Background: an optimization exercise with open tools, aiming at small area and a short achievable clock period. Do not read the settings as production practice. The RTL was checked by simulation tests, not by an equivalence proof against the original design. No activity file was given, so power comes from the tool's default toggle rates.

==> inputs of nickel <==
==> flow/design.v <==
module JERICALLA_EVO (
	input [17:0] instruccion,
	input clk_jericalla,
	input reset_jericalla,
	output zf_jericalla,
	output [31:0] dataOut_jericalla
);
wire clk = clk_jericalla;
wire rst = reset_jericalla;
wire [2:0] op  = instruccion[17:15];
wire [4:0] rd  = instruccion[14:10];
wire [4:0] rs1 = instruccion[9:5];
wire [4:0] rs2 = instruccion[4:0];
wire op_add = (op == 3'd0);
wire op_sub = (op == 3'd1);
wire op_slt = (op == 3'd2);
wire op_sw  = (op == 3'd3);
wire op_lw  = (op == 3'd4);
reg [31:0] rf [0:31];
function [31:0] rd_tree(input [4:0] s, input [1023:0] w);
	reg [31:0] l1 [0:7];
	reg [31:0] l2 [0:1];
	integer k;
	begin
		for (k = 0; k < 8; k = k + 1)
			case (s[1:0])
				2'd0: l1[k] = w[(4*k+0)*32 +: 32];
				2'd1: l1[k] = w[(4*k+1)*32 +: 32];
				2'd2: l1[k] = w[(4*k+2)*32 +: 32];
				default: l1[k] = w[(4*k+3)*32 +: 32];
			endcase
		for (k = 0; k < 2; k = k + 1)
			case (s[3:2])
				2'd0: l2[k] = l1[4*k+0];
				2'd1: l2[k] = l1[4*k+1];
				2'd2: l2[k] = l1[4*k+2];
				default: l2[k] = l1[4*k+3];
			endcase
		rd_tree = s[4] ? l2[1] : l2[0];
	end
endfunction
wire [1023:0] rf_flat;
genvar gf;
generate
	for (gf = 0; gf < 32; gf = gf + 1) begin : g_flat
		assign rf_flat[gf*32 +: 32] = rf[gf];
	end
endgenerate
wire [31:0] rd1 = rd_tree(rs1, rf_flat);
wire [31:0] rd2 = rd_tree(rs2, rf_flat);
function ge32(input [31:0] x, input [31:0] y);
	reg [31:0] g, p;
	integer s, k;
	begin
		g = x & ~y;
		p = x | ~y;
		for (s = 1; s < 32; s = s * 2)
			for (k = 31; k >= 0; k = k - 1)
				if ((k % (2 * s)) == (2 * s - 1)) begin
					g[k] = g[k] | (p[k] & g[k - s]);
					p[k] = p[k] & p[k - s];
				end
		ge32 = g[31] | p[31];
	end
endfunction
wire ge12 = ge32(rd1, rd2);
wire lt   = ~ge12;
wire [31:0] cin_z  = {rd1[30:0] | rd2[30:0], 1'b0};
wire [31:0] bit_ok = ({32{op_add}} & ~((rd1 ^ rd2) ^ cin_z)) |
                     ({32{op_sub}} & ~(rd1 ^ rd2)) |
                     ({32{op_sw}}  & ~rd2) |
                     {32{~(op_add | op_sub | op_sw)}};
wire zf_next = (&bit_ok) & ~(op_slt & lt);
reg        s2_arith, s2_sub, s2_we, s2_sw, s2_lw;
reg        s2_zf;
reg        s2_slt_res;            
reg [4:0]  s2_wa;
reg [31:0] s2_a;
reg [31:0] s2_b;                  
reg [7:0]  s2_dlo;                
reg [15:0] s2_dhi;                
always @(posedge clk) begin
	if (rst) begin
		s2_arith   <= 1'b0;
		s2_sub     <= 1'b0;
		s2_we      <= 1'b0;
		s2_sw      <= 1'b0;
		s2_lw      <= 1'b0;
		s2_zf      <= 1'b1;
		s2_slt_res <= 1'b0;
	end else begin
		s2_arith   <= op_add | op_sub;
		s2_sub     <= op_sub;
		s2_we      <= op_add | op_sub | op_slt;
		s2_sw      <= op_sw;
		s2_lw      <= op_lw;
		s2_zf      <= zf_next;
		s2_slt_res <= op_slt & lt;
	end
	s2_wa  <= rd;
	s2_a   <= rd1;
	s2_b   <= rd2 ^ {32{op_sub}};
	s2_dlo <= 8'd1 << rd1[2:0];
	s2_dhi <= 16'd1 << rd1[6:3];
end
wire [31:0] a = s2_a;
wire [31:0] b = s2_b;
assign zf_jericalla = s2_zf;
wire [31:0] arith = a + b + {31'd0, s2_sub};
wire [31:0] res   = ({32{s2_arith}} & arith) | {31'd0, s2_slt_res};
function [31:0] valor_inicial(input integer k);
	case (k)
		0: valor_inicial = 32'd222;
		1: valor_inicial = 32'd111;
		2: valor_inicial = 32'd100;
		3: valor_inicial = 32'd200;
		7: valor_inicial = 32'd20;
		8: valor_inicial = 32'd21;
		9: valor_inicial = 32'd22;
		default: valor_inicial = 32'd0;
	endcase
endfunction
wire [31:0] wd0 = res & {32{~rst}};    
wire [31:0] wd1 = res | {32{rst}};     
genvar gw, gb;
generate
	for (gw = 0; gw < 32; gw = gw + 1) begin : g_rf
		wire en = rst | (s2_we & (s2_wa == gw));
		wire [31:0] init = valor_inicial(gw);
		wire [31:0] d;
		for (gb = 0; gb < 32; gb = gb + 1) begin : g_b
			assign d[gb] = init[gb] ? wd1[gb] : wd0[gb];
		end
		always @(posedge clk)
			if (en) rf[gw] <= d;
	end
endgenerate
reg [31:0] ram [0:127];
reg        s3_w;
reg [6:0]  s3_addr;
reg [31:0] s3_data;
reg [31:0] dout_lo, dout_hi;       
reg [31:0] ram_rd_lo, ram_rd_hi;
integer j;
always @* begin
	ram_rd_lo = 32'd0;
	ram_rd_hi = 32'd0;
	for (j = 0; j < 64; j = j + 1) begin
		ram_rd_lo = ram_rd_lo | (ram[j] & {32{s2_dlo[j % 8] & s2_dhi[j / 8]}});
		ram_rd_hi = ram_rd_hi | (ram[j + 64] & {32{s2_dlo[j % 8] & s2_dhi[j / 8 + 8]}});
	end
end
wire hit = s3_w & (s3_addr == a[6:0]);
always @(posedge clk) begin
	if (rst) begin
		s3_w    <= 1'b0;
		dout_lo <= 32'd0;
		dout_hi <= 32'd0;
	end else begin
		s3_w    <= s2_sw;
		dout_lo <= {32{s2_lw}} & (hit ? s3_data : ram_rd_lo);
		dout_hi <= {32{s2_lw & ~hit}} & ram_rd_hi;
	end
	s3_addr <= a[6:0];
	s3_data <= b;
end
assign dataOut_jericalla = dout_lo | dout_hi;
wire w_now = s3_w & ~rst;
generate
	for (gw = 0; gw < 128; gw = gw + 1) begin : g_ram
		wire wen = w_now & (s3_addr == gw);
		always @(posedge clk)
			if (wen) ram[gw] <= s3_data;
	end
endgenerate
endmodule
==> flow/run.sh <==
#!/bin/bash
# synth_recipe.tcl (not shown) runs the flow's synth.tcl, then flattens the netlist and writes it again
# the make line also repeats each setting of config.mk as NAME=value (left out here)
make -C /OpenROAD-flow-scripts/flow DESIGN_CONFIG=/design/flow/config.mk WORK_HOME=/design/flow/orfs CLKGATE_MAP_FILE= SYNTH_SCRIPT=/design/flow/synth_recipe.tcl finish
==> flow/config.mk <==
export PLATFORM = sky130hd
export DESIGN_NAME = JERICALLA_EVO
export DESIGN_NICKNAME = JERICALLA_EVO
export VERILOG_FILES = /design/flow/design.v
export SDC_FILE = /design/flow/constraint.sdc
export NUM_CORES = 4
export LEC_CHECK = 0
export ABC_AREA = 1
export ABC_CLOCK_PERIOD_IN_PS = 3000
export CAP_MARGIN = 20
export CORE_MARGIN = 2
export CORE_UTILIZATION = 40
export CTS_BUF_LIST = sky130_fd_sc_hd__clkbuf_8
export SETUP_SLACK_MARGIN = 3.8
export SLEW_MARGIN = 20
==> flow/constraint.sdc <==
create_clock -name core_clock -period 7.0 [get_ports {clk_jericalla}]
set_input_delay 1.4000 -clock core_clock [delete_from_list [all_inputs] [get_ports {clk_jericalla}]]
set_output_delay 1.4000 -clock core_clock [all_outputs]
set_load 0.01 [all_outputs]
==> ember: changes against nickel <==
--- a/flow/config.mk
+++ b/flow/config.mk
@@ -11,4 +11,5 @@
 export CORE_MARGIN = 2
-export CORE_UTILIZATION = 40
+export CORE_UTILIZATION = 50
 export CTS_BUF_LIST = sky130_fd_sc_hd__clkbuf_8
+export PLACE_DENSITY = 0.62
 export SETUP_SLACK_MARGIN = 3.8
==> metrics.md <==
| Metric | Value |
|---|---|
| Clock buffers | `892` |
| Synth-to-Final Area Change | `16.6%` |
| Row cnt | `237` |
| GP Congestion | `0.948` |
| R2R setup slack | `3510 ps` |
| Outcome | `no timing/DRC/antenna violations` |
| CP endpoint | `dataOut_jericalla[31]` |
| Postcts setup bufs | `252` |
-- figures above: ember

==> metrics.md <==
| Metric | Value |
|---|---|
| Min-delay worst type | `flip-flop to flip-flop` |
| Clock buffers | `883` |
| R2R setup slack | `3500 ps` |
| Final Max Tran Viols | `0` |
| CP endpoint | `dataOut_jericalla[22]` |
| Internal power | `0.0500 W` |
| Outcome | `no timing/DRC/antenna violations` |
| Row cnt | `265` |
| Postcts setup bufs | `283` |
-- figures above: nickel

[separate check: timing with driven ports]
No port has a modelled driver above. Below, the same layouts with a new extraction and two added sets of constraints.
Step 1: set_driving_cell puts a clkbuf_16 on clk_jericalla and a buf_2 on each other input, an assumption about the parent block.
Step 2, shift: input delay + t, output delay - t, t = (earliest + latest rising clock arrival at the registers) / 2. This alone moves slack from input paths to output paths.
Slacks: ideal ports / drivers / drivers and shift; pairs: ideal ports / drivers.
run | t, ns | slack for setup (ns) | clock arrival spread, ns
nickel | 1.482 | 3.372 / 3.241 / 2.043 | 0.171 / 0.171
ember | 1.447 | 3.447 / 3.322 / 2.038 | 0.089 / 0.090
After both steps every run listed still meets setup and hold. The setup slack of ember, which loses most, moves by -0.125 ns with the drivers and by -1.409 ns with both steps.
